Source: an optimization exercise on an open RTL-to-GDS flow (aim: small area, a short achievable clock period and few clock cycles per item). Production flows keep margins and buffers that such runs may drop. Only simulation tests tie the RTL to the original design; equivalence was not proved. Power and IR drop assume default switching activity.

Design div, start of the top module:
module div(
    input [0:0]         clk,
    input [0:0]         rstn,
    input flush_by_writeback,
    input [0:0]         div_en_in,
    input [0:0]         div_op,
    input [0:0]         div_sign,
    input [ 31:0 ]      div_sr0,
    input [ 31:0 ]      div_sr1,
    input [ 4:0 ]       div_addr_in,
    input [31:0]        div_pc_in,
    input [31:0]        div_inst_in,
    output reg [0:0]    div_en_out,
    output reg [0:0]    stall_by_div,
    output [ 31:0 ]     div_result,
    output [ 4:0 ]      div_addr_out,
    output [31:0]       div_pc_out,
    output [31:0]       div_inst_out
);
Size: ~190 flip-flops, ~240 I/O pins, roughly 14000 sq um of cells after synthesis.
==> flow/config.mk <==
export PLATFORM = sky130hd
export DESIGN_NAME = div
export DESIGN_NICKNAME = div
export VERILOG_FILES = /design/flow/design.v
export SDC_FILE = /design/flow/constraint.sdc
export NUM_CORES = 4
export LEC_CHECK = 0
export CAP_MARGIN = 20
export CORE_MARGIN = 2
export CORE_UTILIZATION = 40
export PLACE_DENSITY = 0.6
export SETUP_SLACK_MARGIN = 0
export SLEW_MARGIN = 20
==> flow/constraint.sdc <==
create_clock -name core_clock -period 6.0 [get_ports {clk}]
set_input_delay 1.2000 -clock core_clock [delete_from_list [all_inputs] [get_ports {clk}]]
set_output_delay 1.2000 -clock core_clock [all_outputs]
set_load 0.01 [all_outputs]
run.sh (not shown) runs the stock make flow with config.mk's settings and CLKGATE_MAP_FILE= SYNTH_SCRIPT=/design/flow/synth_recipe.tcl, a recipe that flattens the netlist after the stock synthesis.
The first run finished clean.
Testbench counts at the start, summed over its fixed seeds: cycles 131,977, items 12,000.
Edit:
--- a/flow/config.mk
+++ b/flow/config.mk
@@ -11,3 +11,3 @@
 export PLACE_DENSITY = 0.6
-export SETUP_SLACK_MARGIN = 0
+export SETUP_SLACK_MARGIN = 2
 export SLEW_MARGIN = 20
Result: Total power increases by about 2.6%. Die area is unchanged. Clock skew is about the same. Wire length increases by about 0.6%. Count of clock-buffer cells in the layout stays the same.
Edit:
--- a/flow/config.mk
+++ b/flow/config.mk
@@ -11,3 +11,3 @@
 export PLACE_DENSITY = 0.6
-export SETUP_SLACK_MARGIN = 2
+export SETUP_SLACK_MARGIN = 4
 export SLEW_MARGIN = 20
Effect:
- register-to-register slack improved by 97 ps
- synthesized cell count stays the same
- worst setup slack is better by 130 ps
- non-clock buffer count increases by 236
- synthesized area is unchanged
- cell area climbs by about 23%
- sequential share of layout area came out lower by 6.1 points

job 2430:
div, a different RTL version from the one above (not shown whole).
Size in the first run: ~2,100 cells after synthesis, ~240 I/O pins, ~19,000 µm² of cells after synthesis.
clock: 6.0 ns
lec_check: 0
cap_margin: 20
core_margin: 2
core_utilization: 40
place_density: 0.6
setup_slack_margin: 2
slew_margin: 20
synth_hierarchical: 1
Testbench counts of job 2430, summed over its fixed seeds: cycles 83,215, items 12,000.
diff inputs: job 2430 => job 6976
- clearing SYNTH_HIERARCHICAL, which used to be 1
- swapping 0.6 for 0.5 in PLACE_DENSITY
==> comparison <==
The switching share of total power reported for job 6976 is greater than that of job 2430 by 4.0 points. Measured against job 6976, the die height of job 2430 comes out at 1.05 times the reference value. Run comparison: job 6976 launching element of the worst setup path y[17]; job 2430 launching element of the worst setup path div_sr0[27]. Sequential share of layout area came out higher on job 6976 than on job 2430.
diff inputs: job 6976 => job 5242
- setting TNS_END_PERCENT to 5 for the first time
- changing PLACE_DENSITY from 0.5 to 0.6
- changing SLEW_MARGIN from 20 to 5
- changing CAP_MARGIN from 20 to 5
==> comparison <==
The lower wire length of the first global-routing pass came out of job 5242. Job 5242 vs job 6976: total placed instance area down slightly. Job 5242: number of antenna violations at the first check in global routing is 1 higher than what job 6976 reported.
Changes in job 9062 relative to job 5242:
- PLACE_DENSITY changed from 0.6 to 0.65
- CORE_UTILIZATION changed from 40 to 50
- SLEW_MARGIN changed from 5 to 20
- CAP_MARGIN changed from 5 to 20
- TNS_END_PERCENT removed (was 5)
==> summary.txt <==
Run comparison: job 9062 endpoint of the worst setup timing path stall_by_div; job 5242 endpoint of the worst setup timing path rem[20]
The estimated power of job 9062 ends up higher than the estimate for job 5242.
Job 9062 — die extent in y 10% lower, job 5242 as reference
Cmp job 9062 vs job 5242: power dissipated by switching net loads lower in job 9062
Higher non-clock buffer count goes to job 9062 over job 5242.
Job 9062 against job 5242; number of cells after detailed placement is down by a few percent.
Delta (job 9062 minus job 5242): worst hold slack lower, die area -about 20%, fraction of area in non-clock buffers climbed 0.97 points.
#### Input delta (job 2663 over job 9062)
- changing PLACE_DENSITY from 0.65 to 0.6
- changing CORE_UTILIZATION from 50 to 40
- changing SETUP_SLACK_MARGIN from 2 to 2.4
[summary]
Across job 2663 and job 9062, the outcome is the same: a clean finish for every run. What job 9062 reported for wire length has to be multiplied by 1.09 to get the figure for job 2663. Job 9062 consumes less power than job 2663. Summary: with job 9062 as the reference, non-filler instance count after layout in job 2663 moved up by a few percent. On average vias per placed instance: between job 2663 and job 9062, it ends up lower for job 2663. Compared with job 9062, job 2663 improves largest vdd supply drop. A capturing instance or port of the critical path of rem[31] is what job 2663 shows, while stall_by_div belongs to job 9062. STATUS final area: job 2663 loses against job 9062.
Setup changes, job 2663 to job 4609
- CAP_MARGIN changed from 20 to 5
- SETUP_SLACK_MARGIN changed from 2.4 to 2.1
- TNS_END_PERCENT newly set to 5
- SLEW_MARGIN changed from 20 to 5
Results
Job 2663 has lower number of antenna violations at the first check in global routing than job 4609. Job 4609 vs job 2663 — final worst-path setup slack dropped 0.26 ns. Cells: job 4609 has fewer instances than job 2663.

## tundra
Starting RTL as in the previous note.
Design div, start of the top module:
module div(
    input [0:0]         clk,
    input [0:0]         rstn,
    input flush_by_writeback,
    input [0:0]         div_en_in,
    input [0:0]         div_op,
    input [0:0]         div_sign,
    input [ 31:0 ]      div_sr0,
    input [ 31:0 ]      div_sr1,
    input [ 4:0 ]       div_addr_in,
    input [31:0]        div_pc_in,
    input [31:0]        div_inst_in,
    output reg [0:0]    div_en_out,
    output reg [0:0]    stall_by_div,
    output [ 31:0 ]     div_result,
    output [ 4:0 ]      div_addr_out,
    output [31:0]       div_pc_out,
    output [31:0]       div_inst_out
);
localparam PREP = 2'd0;
localparam ITER = 2'd1;
localparam NEG  = 2'd2;
reg [1:0]  phase;
reg [31:0] rem;       
reg [34:0] y;         
reg        cin;       
reg [31:0] quo;       
reg [5:0]  pa;        
reg [5:0]  pb;        
reg [4:0]  cnt;       
reg        sa_r;      
reg        qn;        
reg        sel;       
reg        neg;       
reg [4:0]  addr;
reg [31:0] pc;
reg [31:0] inst;
wire        sa = div_sign & div_sr0[31];
wire        sb = div_sign & div_sr1[31];
wire [5:0]  pa_w;
wire [5:0]  pb_w;
wire [31:0] xa = sa ? {~div_sr0[30:0], 1'b1} : div_sr0;
wire [31:0] xb = div_sr1 ^ {32{sb}};
wire        bz_w = div_sr1 == 0;
exe_log2_plus_one log2_1(xa, pa_w);
exe_log2_plus_one log2_2(xb, pb_w);
wire [31:0] ta;       
exe_orup_pfx #(.W(32), .L(5)) oa (.x(xa), .y(ta));
wire        skip = bz_w | (|(xb & ~ta));
wire [6:0]  d;
wire        d_co;
exe_add_pfx #(.W(7), .L(3)) dsub (.a({pa[5], pa}), .b(~{pb[5], pb}), .ci(1'b1), .s(d), .co(d_co));
wire [69:0] ysh = {y, {35{cin}}} << {d[5:1], 1'b0};
wire [34:0] y2 = {y[33:0], cin};
wire [31:0] t1, t2, t3;
wire [2:0]  h1, h2;
wire [3:0]  h3;
wire        c1, c2, c3;
  ...
clock: 6.0 ns
lec_check: 0
cap_margin: 20
core_margin: 2
core_utilization: 40
place_density: 0.6
setup_slack_margin: 2
slew_margin: 20
tns_end_percent: 5
Testbench counts of tundra, summed over its fixed seeds: cycles 83,215, items 12,000.
Modified inputs, pepper compared to tundra
- changing SETUP_SLACK_MARGIN from 2 to 2.2
- removing TNS_END_PERCENT (formerly 5)
## What came out
- Taking tundra as the reference point, the via count of the first global-routing pass of pepper falls by 0.86%.
- In terms of clock-pin slew of the registers on the worst-case setup and hold paths, pepper and tundra differ only marginally.
- From tundra to pepper the numbers moved as follows: via count climbed 2.0%, minimum period implied by the final worst setup slack lost 0.13 ns, worst setup slack after layout rose 0.13 ns.
- For detailed route wirelength on metal2, pepper and tundra come out practically identical.
- ~same post-detailed-placement cell area in tundra and pepper
- On pepper: non-clock buffer count is about 22% higher than what tundra gave.
- Side by side, sequential share of layout area turned out lower in pepper than in tundra.
- Re wire length on met1: tundra was lower than pepper.
- pepper vs tundra — final total power climbed by a little under 10%

== run A ==
Starting RTL as in the previous note.
clock: 6.0 ns
lec_check: 0
cap_margin: 20
core_margin: 2
core_utilization: 40
cts_cluster_diameter: 150
cts_cluster_size: 50
place_density: 0.6
setup_slack_margin: 2
slew_margin: 20
Testbench counts of run A, summed over its fixed seeds: cycles 83,215, items 12,000.
Changes in run B relative to run A:
- a deleted CTS_CLUSTER_DIAMETER that had been 150
- a deleted CTS_CLUSTER_SIZE that had been 50
- a change of SETUP_SLACK_MARGIN from 2 to 1.8
Results
Of run B and run A, it is run B that has the higher biggest cell delay along the critical path. Compared with run A, in run B final-layout fill cell count has decreased, initial antenna violation count shrank by 1. Final worst-path setup slack was higher in run A than in run B. Going from run A to run B, combinational share of power -0.4 points, global routing usage on met2 climbed 0.16 points. Delta (run B minus run A): compound-gate portion of the synthesized area ~0 delta; initial standard-cell utilization of the core shows no meaningful change; share of total power in the clock network increased 1.1 points; time the worst path needs with I/O delays and setup moved up; hold slack fell by 4.0 ps.
#### Input delta (run C over run B)
- swapping 1.8 for 2 in SETUP_SLACK_MARGIN
- swapping 20 for 5 in SLEW_MARGIN
- swapping 20 for 5 in CAP_MARGIN
Results
Diff run B -> run C: sequential share of layout area held, routing usage on met1 went down 2.0 points.
The via density per instance on run B is in line with that on run C.
Delta (run C minus run B): routed length per placed instance went down, wire length on met3 did not really move.
Delta (run C minus run B): net count reported at finish essentially unchanged, count of multi-input gates comparable, cell area after layout shows no meaningful change, switching share of power now sits higher.
Cmp run C vs run B: final period utilization lower in run C
Run C ran to completion and came out clean on the timing, design-rule and antenna checks.
Relative to run C, the following input files were edited for run D:
- swapping 5 for 20 in CAP_MARGIN
- swapping 5 for 20 in SLEW_MARGIN
[summary]
Setup slack delta (run D − run C): favourable
Number of multi-input logic gates essentially unchanged between run C and run D.
On met3 routed wirelength, run C tracks run D almost exactly.
Diff run D..run C | final cell area excluding filler cells | negligible
In terms of fill cell instance count of the final layout, run D and run C differ only marginally.
On final clock period utilization by the worst path, run C and run D are neck and neck.
Worst-case hold slack: run C vs run D — no meaningful difference
There was hardly any difference in number of nets in the final layout between run D and run C.
In the flow results for run C and run D, the first-iteration DRC count is smaller on run C.
Between run D and run C, the placement-stage cell area figures differ only marginally.
The final cell count without fillers was comparable across run C and run D.

Another version of the RTL of div (not shown whole).
Size in the first run: about 1900 cells after synthesis, roughly 200 flip-flops, ~240 I/O pins, about 17000 µm² of cells after synthesis.
==> flow/config.mk <==
export PLATFORM = sky130hd
export DESIGN_NAME = div
export DESIGN_NICKNAME = div
export VERILOG_FILES = /design/flow/design.v
export SDC_FILE = /design/flow/constraint.sdc
export NUM_CORES = 4
export LEC_CHECK = 0
export CAP_MARGIN = 20
export CORE_MARGIN = 2
export CORE_UTILIZATION = 40
export PLACE_DENSITY = 0.6
export SETUP_SLACK_MARGIN = 2.5
export SLEW_MARGIN = 20
==> flow/constraint.sdc <==
create_clock -name core_clock -period 6.0 [get_ports {clk}]
set_input_delay 1.2000 -clock core_clock [delete_from_list [all_inputs] [get_ports {clk}]]
set_output_delay 1.2000 -clock core_clock [all_outputs]
set_load 0.01 [all_outputs]
Testbench counts at the start, summed over its fixed seeds: cycles 87,333, items 12,000.
Then changed:
- SETUP_SLACK_MARGIN: 2.5 -> 2
Effect: Utilization drops by 2.6 points; synthesized cell count stays the same; cell count drops by about 1.9%; sequential share of layout area climbs by 1.1 points; non-clock buffer count drops by 49.
